This is an optimization exercise on Yosys and OpenROAD, whose aim is small area, not a production implementation.
RTL that was checked went through simulation tests only; none was proved equivalent to the original.
No driver is modelled on the clock port, so clocking that relies on it looks cheaper here than on a real chip.
Power figures rest on the tool's default switching activity, not on a simulated workload.

==> module spi_master, before the edit <==
module spi_master
(
input               clk             ,
input               rst_n           ,
output              SPI4wire_SCK    ,
output              SPI4wire_CS_N   ,
output              SPI4wire_MOSI   ,
input               SPI4wire_MISO   ,
input   [15:0]      par_freq_div    ,
input   [7:0]       par_adr_sclknum ,
input   [7:0]       par_dat_sclknum ,
input               par_cpha        ,
input               par_cpol        ,
input               tx_tvalid       ,
input   [31:0]      tx_tdata        ,
output              tx_tready       ,
output              rx_tvalid       ,
output  [31:0]      rx_tdata
);
localparam I1 = 3'b000, I0 = 3'b001, IR = 3'b010, FN = 3'b011,
           L1 = 3'b100, LD = 3'b101, RN = 3'b111;
reg [2:0]  state;
reg        sck;
reg [14:0] half_cnt;    
reg        half;        
reg [5:0]  bit_cnt;     
reg [31:0] shreg;
reg        mosi;
reg        flag;
wire [5:0] sclk_num = par_adr_sclknum[5:0] + par_dat_sclknum[5:0];
wire       tready   = (state == I1);
wire       rvalid   = (state == IR);
wire       cs_n     = ~(state[2] & state[0]);
wire       accept   = tx_tvalid & tready;
wire       idle     = ~state[2] & ~(state[1] & state[0]);
wire       active   = state[2];    
wire       trail    = bit_cnt[5] & bit_cnt[4];
wire       term     = (half_cnt[14:1] == 14'd0) & (half_cnt[0] ^ (half & par_freq_div[0]));
wire       ev_mid   = active & term & ~half;
wire       ev_end   = active & term & half;
wire       in_bits  = state[2] & state[1] & ~trail;
wire       sample   = in_bits & (par_cpha ? ev_end : ev_mid);
wire       tx_step  = par_cpha ? (ev_mid & ~trail) : (ev_end & ~trail & (bit_cnt != 6'd0));
assign SPI4wire_SCK  = sck;
assign SPI4wire_CS_N = cs_n;
assign SPI4wire_MOSI = mosi;
assign tx_tready     = tready;
assign rx_tvalid     = rvalid;
assign rx_tdata      = shreg;
always @(posedge clk or negedge rst_n)
begin
    if (!rst_n) begin
        state  <= I0;
        sck    <= 1'b0;
    end else begin
        case (state)
        I0, IR: state <= I1;
        I1: if (tx_tvalid) state <= L1;
        L1: state <= LD;
        LD: if (ev_end) state <= RN;
        RN: if (ev_end & trail) state <= FN;
        FN: state <= flag ? IR : I0;
        default: state <= I0;
        endcase
        if (idle)
            sck <= par_cpol;
        else if (term & in_bits)
            sck <= ~sck;
    end
end
always @(posedge clk)
begin
    if (~active | term)
        half_cnt <= par_freq_div[15:1];
    else
        half_cnt <= half_cnt - 1'b1;
    half <= active & (half ^ term);
    if (idle)
        bit_cnt <= sclk_num;
    else if (ev_end)
        bit_cnt <= bit_cnt - 1'b1;
end
wire [3:0]  t2 = {1'b0, sclk_num[1] & sclk_num[0], sclk_num[1], sclk_num[1] | sclk_num[0]};
wire [7:0]  t3 = {t2 & {4{sclk_num[2]}}, t2 | {4{sclk_num[2]}}};
wire [15:0] t4 = {t3 & {8{sclk_num[3]}}, t3 | {8{sclk_num[3]}}};
wire        hi = sclk_num[5] | sclk_num[4];
wire [31:0] keep = {(t4 & {16{sclk_num[4]}}) | {16{sclk_num[5]}}, t4 | {16{hi}}};
integer i;
always @(posedge clk)
begin
    if (accept) begin
        for (i = 0; i < 32; i = i + 1)
            shreg[i] <= tx_tdata[i] & keep[31 - i];
        flag <= tx_tdata[31];
    end else if (sample)
        shreg <= {shreg[30:0], SPI4wire_MISO};
    if ((state[2] & ~state[1]) | tx_step)
        mosi <= shreg[31];
end
endmodule
export LEC_CHECK = 0
export CAP_MARGIN = 20
export CORE_MARGIN = 2
export CORE_UTILIZATION = 65
export SLEW_MARGIN = 20
create_clock -name core_clock -period 6.0 [get_ports {clk}]
standard.sh (not shown) runs the stock make flow with config.mk's settings and CLKGATE_MAP_FILE= SYNTH_SCRIPT=/design/flow/synth_recipe.tcl, a recipe that flattens the netlist after the stock synthesis.
==> flow/flow/run.sh <==
#!/bin/bash
# Standard ORFS layout (standard.sh) with these changes:
#  - synthesis maps logic with an area-oriented ABC script (flow/area.abc);
#    everything else in the synthesis script is the standard flow's own synth_recipe.tcl
#  - port buffers use buf_1
#  - CTS with clkbuf_4 only and no dummy loads; afterwards leaf buffers whose
#    flip-flops see a slow clock edge are upsized to clkbuf_8 (flow/post_cts.tcl)
set -euo pipefail
W=$PWD
{ head -1 synth_recipe.tcl
  echo "proc abc {args} { set i [lsearch \$args -script]; lset args [expr {\$i+1}] $W/flow/area.abc; yosys abc {*}\$args }"
  tail -n +2 synth_recipe.tcl; } > area_synth.tcl
export BUFFER_PORTS_ARGS="-buffer_cell sky130_fd_sc_hd__buf_1"
export CTS_ARGS="-sink_clustering_enable -repair_clock_nets -dont_use_dummy_load -buf_list {sky130_fd_sc_hd__clkbuf_4}"
export POST_CTS_TCL=$W/flow/post_cts.tcl
bash standard.sh SYNTH_SCRIPT=$W/area_synth.tcl finish > standard_flow.log 2>&1
==> flow/flow/area.abc <==
strash
&get -n
&fraig -x
&put
scorr
dc2
strash
dc2
dc2
&get -n
&dch -f
&nf -R 1000
&put
==> flow/flow/post_cts.tcl <==
# After CTS: upsize each leaf clock buffer (one that drives flip-flops) whose
# flip-flop clock pins see a slew above the threshold, then re-legalize.
proc upsize_leaf_clock_buffers { limit_ns bigger } {
  estimate_parasitics -placement
  set n 0
  foreach inst [[ord::get_db_block] getInsts] {
    set m [[$inst getMaster] getName]
    if {![string match sky130_fd_sc_hd__clkbuf_* $m] || $m == $bigger} continue
    set net [[$inst findITerm X] getNet]
    set worst 0.0
    set flops 0
    foreach pin [get_pins -of_objects [get_nets [$net getName]]] {
      if {[get_property $pin direction] != "input"} continue
      if {[get_property $pin name] != "CLK"} continue
      incr flops
      set s [get_property $pin slew_max]
      if {$s > $worst} { set worst $s }
    }
    puts "clock buffer [$inst getName] $m drives $flops flip-flops, worst clock-pin slew $worst"
    if {$flops > 0 && $worst > $limit_ns} {
      $inst swapMaster [[ord::get_db] findMaster $bigger]
      incr n
    }
  }
  puts "upsized $n clock buffers"
  if {$n > 0} {
    detailed_placement
    estimate_parasitics -placement
  }
}
upsize_leaf_clock_buffers 0.095 sky130_fd_sc_hd__clkbuf_8
Edit:
--- a/flow/design.v
+++ b/flow/design.v
@@ -17,7 +17,7 @@
 output              rx_tvalid       ,
 output  [31:0]      rx_tdata
 );
-localparam I1 = 3'b000, I0 = 3'b001, IR = 3'b010, FN = 3'b011,
+localparam I0 = 3'b000, I1 = 3'b001, IR = 3'b010, FN = 3'b011,
            L1 = 3'b100, LD = 3'b101, RN = 3'b111;
 reg [2:0]  state;
 reg        sck;
@@ -33,7 +33,7 @@
 wire       cs_n     = ~(state[2] & state[0]);
 wire       accept   = tx_tvalid & tready;
 wire       idle     = ~state[2] & ~(state[1] & state[0]);
-wire       active   = state[2];    
+wire       active   = state[2];
 wire       trail    = bit_cnt[5] & bit_cnt[4];
 wire       term     = (half_cnt[14:1] == 14'd0) & (half_cnt[0] ^ (half & par_freq_div[0]));
 wire       ev_mid   = active & term & ~half;
Result: The new run completed with no timing, DRC or antenna violations. Non-clock buffer count increases by 1. Worst setup slack improves by 0.63 ns. Area after synthesis barely changes. Register-to-register slack improves by 0.16 ns. Total power decreases by 43%. Routed wire length decreases by 4.6%. Via count decreases by 0.46%. Sequential cell count stays the same. Cell count increases by 0.42%. Global-route usage decreases by 0.97 points. Worst hold slack improves by 0.063 ns. Count of clock-buffer cells in the layout stays the same.
No functional check of the RTL was part of the first run of this note.

==> static timing again, ports no longer ideal <==
The flow's constraints put no driver on any port. The routed layouts listed below were extracted and timed again, unchanged, in two steps.
Step 1 sets driving cells, clkbuf_16 on the clock port and buf_2 on the other inputs (assumed; they add their load-dependent delay and slew).
Step 2 moves the port delays by t, midway between the first and last clock arrival at a register: inputs arrive t later, outputs are due t later. That takes back most of the time a late clock gives input paths.
Three values: ideal ports, drivers, drivers and shift; two values: the first two.
| run | t (ns) | setup WS [ns] | worst setup path at the end | slew at the worst register clock pin (ns) | worst slew at a driven data input, ns |
|---|---|---|---|---|---|
| the first run | 0.423 | 1.667 / 1.669 / 1.245 | input to register | 0.10 / 0.10 | 0.06 |
| the second run | 0.403 | 2.294 / 2.293 / 1.890 | input to register | 0.09 / 0.09 | 0.05 |
After both steps setup and hold are still met in every run listed. For the first run, which loses most, drivers alone change the setup slack by +0.002 ns; drivers and shift together by -0.422 ns.
